Source: an optimization exercise on an open RTL-to-GDS flow (aim: a short achievable clock period and few clock cycles). Production flows keep margins and buffers that such runs may drop.
No activity file was given, so power comes from the tool's default toggle rates.

== run a ==
==> flow/design.v (excerpt) <==
module cpu_pipeline (
    input clk,           
    input rst_n,         
    output [31:0] imem_addr,     
    input  [31:0] imem_rdata,    
    output [31:0] dmem_addr,     
    output [31:0] dmem_wdata,    
    output        dmem_we,       
    input  [31:0] dmem_rdata     
);
Size in the first run: roughly 11000 cells after synthesis, roughly 2400 flip-flops, ~160 I/O pins, ~0.12 mm^2 of cells after synthesis.
==> flow/config.mk <==
export PLATFORM = sky130hd
export DESIGN_NAME = cpu_pipeline
export DESIGN_NICKNAME = cpu_pipeline
export VERILOG_FILES = /design/flow/design.v
export SDC_FILE = /design/flow/constraint.sdc
export NUM_CORES = 8
export LEC_CHECK = 0
export CAP_MARGIN = 40
export CORE_MARGIN = 2
export CORE_UTILIZATION = 40
export CTS_CLUSTER_DIAMETER = 100
export CTS_CLUSTER_SIZE = 20
export PLACE_DENSITY = 0.6
export SETUP_SLACK_MARGIN = 5
export SLEW_MARGIN = 40
==> flow/constraint.sdc <==
create_clock -name core_clock -period 13.0 [get_ports {clk}]
set_input_delay 2.6000 -clock core_clock [delete_from_list [all_inputs] [get_ports {clk}]]
set_output_delay 2.6000 -clock core_clock [all_outputs]
set_load 0.01 [all_outputs]
standard.sh (not shown) runs the stock make flow with config.mk's settings and CLKGATE_MAP_FILE= SYNTH_SCRIPT=/design/flow/synth_recipe.tcl, a recipe that flattens the netlist after the stock synthesis.
==> flow/flow/run.sh <==
#!/bin/bash
# Layout flow: the standard flow (standard.sh: ORFS with the standard
# synthesis), with two changes to how the layout is made; the constraints
# (constraint.sdc) are unchanged:
#  - timing repair aims at a larger setup slack margin, so that it works
#    towards the period the design can reach rather than the design's 13 ns;
#  - after global placement, flow/outbuf.tcl moves each output port's buffer
#    next to the register that feeds it (detailed placement legalizes it).
# Each tool's log is in orfs/logs/; make's own output is in flow_make.log.
set -euo pipefail
MARGIN=${MARGIN:-9}
sed -e "s|SETUP_SLACK_MARGIN=[-0-9.]*|SETUP_SLACK_MARGIN=$MARGIN POST_GLOBAL_PLACE_TCL=$PWD/flow/outbuf.tcl|" standard.sh > standard_margin.sh
grep -q "SETUP_SLACK_MARGIN=$MARGIN" standard_margin.sh
bash standard_margin.sh finish > flow_make.log 2>&1
==> flow/flow/outbuf.tcl <==
# Move the buffer of each output port, and any inverter or buffer between
# it and the register that feeds it, next to that register, so that the
# buffer, not the register, drives the wire to the pin. Detailed placement
# legalizes the moved cells afterwards.
proc outbuf_driver {inst} {
  foreach it [$inst getITerms] {
    if {[$it isInputSignal] && [$it getNet] != "NULL"} {
      foreach jt [[$it getNet] getITerms] {
        if {[$jt isOutputSignal]} { return [$jt getInst] }
      }
    }
  }
  return ""
}
proc outbuf_is_single {inst} {
  set n 0
  foreach it [$inst getITerms] {
    if {[$it isInputSignal] && [$it getNet] != "NULL"} { incr n }
  }
  set m [[$inst getMaster] getName]
  return [expr {$n == 1 && [regexp {__(inv|buf|clkbuf|clkinv)_} $m]}]
}
set block [ord::get_db_block]
set moved 0
foreach bterm [$block getBTerms] {
  if {[$bterm getIoType] != "OUTPUT"} { continue }
  set net [$bterm getNet]
  if {$net == "NULL"} { continue }
  set buf ""
  foreach it [$net getITerms] {
    if {[$it isOutputSignal]} { set buf [$it getInst] }
  }
  if {$buf == ""} { continue }
  set chain [list $buf]
  set src [outbuf_driver $buf]
  while {$src != "" && [outbuf_is_single $src] && [llength $chain] < 4} {
    lappend chain $src
    set src [outbuf_driver $src]
  }
  if {$src == ""} { continue }
  set loc [$src getLocation]
  foreach c $chain {
    $c setLocation [lindex $loc 0] [lindex $loc 1]
    incr moved
  }
}
puts "outbuf: moved $moved cells next to the registers that drive the outputs"
Modified inputs, run b compared to run a
--- a/flow/design.v
+++ b/flow/design.v
@@ -412,40 +412,43 @@
     .ptgt   (f_ptgt),
     .upd    (u_upd),
     .u_taken(u_taken),
     .u_tag  (u_tag),
     .u_tgt  (u_tgt),
     .l_upd  (l_upd),
     .l_hit  (l_hit),
     .l_taken(l_taken)
 );
 wire        d_call;
-reg         d_callr;
 reg         d_rs_m, d_rs_w, d_rt_m, d_rt_w;
-wire [31:0] ras   = (d_valid & d_callr) ? d_pc4 : ra;
+wire [31:0] ras   = (d_valid & d_call) ? d_pc4 : ra;
 wire        f_j   = (imem_rdata[31:27] == 5'b00001);
 wire        f_jr  = (imem_rdata[31:26] == 6'h00) & ~imem_rdata[5] & imem_rdata[3] & ~imem_rdata[0];
 wire [31:0] f_jt  = {f_pc4[31:28], imem_rdata[25:0], 2'b00};
+wire        f_sel_j  = f_j;
+wire        f_sel_jr = ~f_j & f_jr;
+wire        f_sel_bt = ~f_j & ~f_jr & f_pt;
+wire        f_sel_p4 = ~f_j & ~f_jr & ~f_pt;
 wire [31:0] f_btgt   = {pcx[31:14], f_ptgt, 2'b00};
-wire [31:0] f_bpc  = f_pt ? f_btgt : f_pc4;    
-wire [31:0] f_npc  = f_j ? f_jt : (f_jr ? ras : f_bpc);
+wire [31:0] f_npc = ({32{f_sel_j}}  & f_jt)   | ({32{f_sel_jr}} & ras) |
+                    ({32{f_sel_bt}} & f_btgt) | ({32{f_sel_p4}} & f_pc4);
 wire        f_ptk = f_j | f_jr | f_pt;
 assign imem_addr = {~pc[31], pc[30:0]};
-wire f_uses_rs, f_uses_rt, f_br, f_ctl, f_call;
+wire f_uses_rs, f_uses_rt, f_br, f_ctl;
 Control C0 (
     .ir     (imem_rdata),
     .uses_rs(f_uses_rs),
     .uses_rt(f_uses_rt),
     .b_rt   (), .b_sext (), .b_zext (), .b_lui  (), .b_pc4  (), .writes (), .dst    (),
     .is_lw  (), .is_sw  (), .is_beq (), .is_bne (), .is_blez(), .is_bgtz(), .is_bgez(),
     .is_br  (f_br),
-    .is_j   (), .is_jr  (), .is_jalr(), .is_call(f_call),
+    .is_j   (), .is_jr  (), .is_jalr(), .is_call(),
     .is_ctl (f_ctl)
 );
 wire [31:0] f_rs_oh = 32'd1 << imem_rdata[25:21];
 wire [31:0] f_rt_oh = 32'd1 << imem_rdata[20:16];
 wire [4:0]  d_rs  = d_ir[25:21];
 wire [4:0]  d_rt  = d_ir[20:16];
 wire [15:0] d_imm = d_ir[15:0];
 wire d_uses_rs, d_uses_rt, d_b_rt, d_b_sext, d_b_zext, d_b_lui, d_b_pc4, d_writes;
 wire [4:0] d_dst;
 wire d_lw, d_sw, d_beq, d_bne, d_blez, d_bgtz, d_bgez, d_br, d_j, d_jr, d_jalr, d_ctl;
@@ -589,21 +592,20 @@
     end else begin
         d_stall <= d_go & d_lw & d_rw &
                    ((f_uses_rs & (imem_rdata[25:21] == d_dst)) |
                     (f_uses_rt & (imem_rdata[20:16] == d_dst)));
     end
 end
 always @(posedge clk) begin
     if (~stall) begin
         d_redb  <= f_br & ~f_ptk & ~f_plx & imem_rdata[15];
         d_rednc <= f_ptk & ~f_ctl;
-        d_callr <= f_call;
         d_ir   <= imem_rdata;
         d_rs_oh <= f_rs_oh;
         d_rt_oh <= f_rt_oh;
         d_tag  <= pcx[13:2];
         d_pc4  <= f_pc4;
         d_pnpc <= f_npc;
         d_pt   <= f_ptk;
         d_lx   <= f_plx;
         d_hit  <= f_hit;
     end
==> comparison <==
Run b finished end to end and its layout was clean on timing, DRC and antenna.
Portion of netlist area occupied by mux cells: run a vs run b — no meaningful difference
Overall power consumption essentially unchanged between run a and run b.
Worst setup slack: run b higher than run a
Run b vs. run a: die area went down, share of cell area taken by flip-flops and latches went up.
Diff run a..run b | number of enable flip-flop cells after synthesis | negligible
End point of the critical path = imem_addr[31]: run b; end point of the critical path = e_b[3]: run a
Summary — unique cell type count in the Yosys netlist, run b relative to run a: lower, by 1.
NOTE: multi-input combinational gate total in run b falls short of that of run a
Function was not checked in any run of this note: the RTL went through the layout flow alone.

---

old:
cpu_pipeline, a different RTL version from the one above (not shown whole).
Size: about 10000 cells after synthesis, ~0.12 mm2 of cells after synthesis.
Design cpu_pipeline, start of the top module:
module cpu_pipeline (
    input clk,           
    input rst_n,         
    output [31:0] imem_addr,     
    input  [31:0] imem_rdata,    
    output [31:0] dmem_addr,     
    output [31:0] dmem_wdata,    
    output        dmem_we,       
    input  [31:0] dmem_rdata     
);
==> flow/config.mk <==
export PLATFORM = sky130hd
export DESIGN_NAME = cpu_pipeline
export DESIGN_NICKNAME = cpu_pipeline
export VERILOG_FILES = /design/flow/design.v
export SDC_FILE = /design/flow/constraint.sdc
export NUM_CORES = 8
export LEC_CHECK = 0
export CAP_MARGIN = 40
export CORE_MARGIN = 2
export CORE_UTILIZATION = 40
export CTS_CLUSTER_DIAMETER = 100
export CTS_CLUSTER_SIZE = 20
export PLACE_DENSITY = 0.6
export SETUP_SLACK_MARGIN = 5
export SLEW_MARGIN = 40
==> flow/constraint.sdc <==
create_clock -name core_clock -period 13.0 [get_ports {clk}]
set_input_delay 2.6000 -clock core_clock [delete_from_list [all_inputs] [get_ports {clk}]]
set_output_delay 2.6000 -clock core_clock [all_outputs]
set_load 0.01 [all_outputs]
Scripts as last shown in full above: flow/flow/run.sh, flow/flow/outbuf.tcl
old ran to completion and came out clean on the timing, design-rule and antenna checks.
Inputs modified between old and new:
-- flow/design.v --
<<< old, line 345
reg  [31:0] d_rs_oh, d_rt_oh;    
reg         d_pt, d_lx;
reg         d_stall;             
reg         d_redb, d_rednc;     
reg  [31:0] e_a, e_b, e_sd, e_pc4, e_bt, e_pnpc;
reg  [4:0]  e_sh, e_dst;
>>> new, line 345
reg  [31:0] d_rs_oh, d_rt_oh;    
reg         d_pt, d_lx;
reg  [31:0] e_a, e_b, e_sd, e_pc4, e_bt, e_pnpc;
reg  [4:0]  e_sh, e_dst;
<<< old, line 356
reg         e_pt, e_ptok;
reg         e_a_m, e_a_r, e_b_m, e_b_r, e_s_m, e_s_r;
reg         e_ac_m, e_bc_m;      
reg         e_add, e_sub, e_slt, e_sltu, e_and, e_or, e_xor, e_nor, e_passb;
reg         e_sll, e_srl, e_sra;
>>> new, line 354
reg         e_pt, e_ptok;
reg         e_a_m, e_a_r, e_b_m, e_b_r, e_s_m, e_s_r;
reg         e_add, e_sub, e_slt, e_sltu, e_and, e_or, e_xor, e_nor, e_passb;
reg         e_sll, e_srl, e_sra;
<<< old, line 409
wire        f_ptk = f_j | f_jr | f_pt;
assign imem_addr = {~pc[31], pc[30:0]};
wire f_uses_rs, f_uses_rt, f_br, f_ctl;
Control C0 (
    .ir     (imem_rdata),
    .uses_rs(f_uses_rs),
    .uses_rt(f_uses_rt),
    .b_rt   (), .b_sext (), .b_zext (), .b_lui  (), .b_pc4  (), .writes (), .dst    (),
    .is_lw  (), .is_sw  (), .is_beq (), .is_bne (), .is_blez(), .is_bgtz(), .is_bgez(),
    .is_br  (f_br),
    .is_j   (), .is_jr  (), .is_jalr(), .is_call(),
    .is_ctl (f_ctl)
);
wire [31:0] f_rs_oh = 32'd1 << imem_rdata[25:21];
wire [31:0] f_rt_oh = 32'd1 << imem_rdata[20:16];
>>> new, line 406
wire        f_ptk = f_j | f_jr | f_pt;
assign imem_addr = {~pc[31], pc[30:0]};
wire [31:0] f_rs_oh = 32'd1 << imem_rdata[25:21];
wire [31:0] f_rt_oh = 32'd1 << imem_rdata[20:16];
<<< old, line 489
wire [31:0] d_rtv = d_rt_m ? m_out : d_rt_w ? w_res : rf_rt;
wire d_rw = d_writes & (d_dst != 5'd0);
wire stall = d_valid & d_stall;
wire [31:2] d_bts;
KSAdd #(.W(30)) BTA (
>>> new, line 475
wire [31:0] d_rtv = d_rt_m ? m_out : d_rt_w ? w_res : rf_rt;
wire d_rw = d_writes & (d_dst != 5'd0);
wire stall = d_valid & e_lwv &
             ((d_uses_rs & (e_dst == d_rs)) | (d_uses_rt & (e_dst == d_rt)));
wire [31:2] d_bts;
KSAdd #(.W(30)) BTA (
<<< old, line 498
);
wire [31:0] d_bt = {d_bts, d_pc4[1:0]};
wire [31:0] d_off = {{14{d_imm[15]}}, d_imm, 2'b00};
wire red_b  = d_redb;                             
wire d_red  = d_valid & (d_redb | d_rednc);       
wire [31:0] d_rtgt = red_b ? d_bt : d_pc4;
wire a_em, b_em;
>>> new, line 485
);
wire [31:0] d_bt = {d_bts, d_pc4[1:0]};
wire red_b  = d_br & ~d_pt & ~d_lx & d_imm[15];   
wire red_nc = d_pt & ~d_ctl;                      
wire d_red  = d_valid & (red_b | red_nc);
wire [31:0] d_rtgt = red_b ? d_bt : d_pc4;
wire a_em, b_em;
<<< old, line 523
BranchCond BC (
    .m(m_res), .ra(e_a), .rb(e_b), .pnpc(e_pnpc),
    .a_m(e_ac_m), .b_m(e_bc_m),
    .is_beq(e_beq), .is_bne(e_bne), .is_blez(e_blez), .is_bgtz(e_bgtz), .is_bgez(e_bgez),
    .taken(taken), .jr_ne(jr_ne)
>>> new, line 510
BranchCond BC (
    .m(m_res), .ra(e_a), .rb(e_b), .pnpc(e_pnpc),
    .a_m(e_a_m), .b_m(e_b_m),
    .is_beq(e_beq), .is_bne(e_bne), .is_blez(e_blez), .is_bgtz(e_bgtz), .is_bgez(e_bgez),
    .taken(taken), .jr_ne(jr_ne)
<<< old, line 553
    end
end
always @(posedge clk or negedge rst_n) begin
    if (~rst_n) begin
        d_stall <= 1'b0;
    end else begin
        d_stall <= d_go & d_lw & d_rw &
                   ((f_uses_rs & (imem_rdata[25:21] == d_dst)) |
                    (f_uses_rt & (imem_rdata[20:16] == d_dst)));
    end
end
always @(posedge clk) begin
    if (~stall) begin
        d_redb  <= f_br & ~f_ptk & ~f_plx & imem_rdata[15];
        d_rednc <= f_ptk & ~f_ctl;
        d_ir   <= imem_rdata;
        d_rs_oh <= f_rs_oh;
>>> new, line 540
    end
end
always @(posedge clk) begin
    if (~stall) begin
        d_ir   <= imem_rdata;
        d_rs_oh <= f_rs_oh;
<<< old, line 609
    e_pnpc <= d_red ? d_rtgt : d_pnpc;
    e_pt   <= d_pt | red_b;
    e_ptok <= red_b | (d_pt & ((d_pc4 ^ d_off ^ d_pnpc) ==
                               {((d_pc4[30:0] & d_off[30:0]) | ((d_pc4[30:0] | d_off[30:0]) & ~d_pnpc[30:0])), 1'b0}));
    e_tag  <= d_tag;
    e_hit  <= d_hit;
    e_beq  <= d_beq; e_bne <= d_bne; e_blez <= d_blez; e_bgtz <= d_bgtz; e_bgez <= d_bgez;
    e_a_m  <= a_em;
    e_ac_m <= a_em & (d_br | d_jr | d_jalr);
    e_bc_m <= b_em & d_br;
    e_a_r  <= ~a_em;
    e_b_m  <= b_em & d_b_rt;
>>> new, line 585
    e_pnpc <= d_red ? d_rtgt : d_pnpc;
    e_pt   <= d_pt | red_b;
    e_ptok <= red_b | (d_pt & (d_pnpc == d_bt));
    e_tag  <= d_tag;
    e_hit  <= d_hit;
    e_beq  <= d_beq; e_bne <= d_bne; e_blez <= d_blez; e_bgtz <= d_bgtz; e_bgez <= d_bgez;
    e_a_m  <= a_em;
    e_a_r  <= ~a_em;
    e_b_m  <= b_em & d_b_rt;
Highest clock frequency the design can meet in new vs old: up about 5%
The number of cells produced by synthesis of new is lower than that of old.
new vs old: utilization up in new
[diff] area after synthesis, new relative to old: improvement
Sum of net half-perimeters after detailed placement: new < old
No functional check of the RTL was part of any run of this note.

afterwards: timing with drivers on the ports:
Ports are ideal in the flow. The routed layouts listed here were re-timed in OpenROAD.
Step 1 (the two cells are an assumption about what drives the block):
set clk [get_ports {clk}]
set_driving_cell -lib_cell sky130_fd_sc_hd__clkbuf_16 $clk
set_driving_cell -lib_cell sky130_fd_sc_hd__buf_2 [delete_from_list [all_inputs] $clk]
Step 2 moves the port delays by t, midway between the first and last clock arrival at a register: inputs arrive t later, outputs are due t later. That takes back most of the time a late clock gives input paths.
Three values: ideal ports, drivers, drivers and shift; two values: the first two.
run | t, ns | slack for setup (ns) | hold WS [ns] | worst slew at a driven data input, ns | cell pins on the clock port's net
run a | 0.975 | 8.918 / 8.811 / 8.018 | 0.271 / 0.271 / 0.271 | 0.22 | 1
run b | 0.938 | 8.935 / 8.836 / 8.173 | 0.326 / 0.326 / 0.326 | 0.23 | 1
old | 0.950 | 8.690 / 8.743 / 7.792 | 0.303 / 0.303 / 0.303 | 0.06 | 1
new | 0.940 | 8.895 / 8.889 / 8.150 | 0.326 / 0.326 / 0.326 | 0.08 | 1
After both steps every run listed still meets setup and hold. For run a, which loses most, drivers alone change the setup slack by -0.107 ns; drivers and shift together by -0.900 ns.
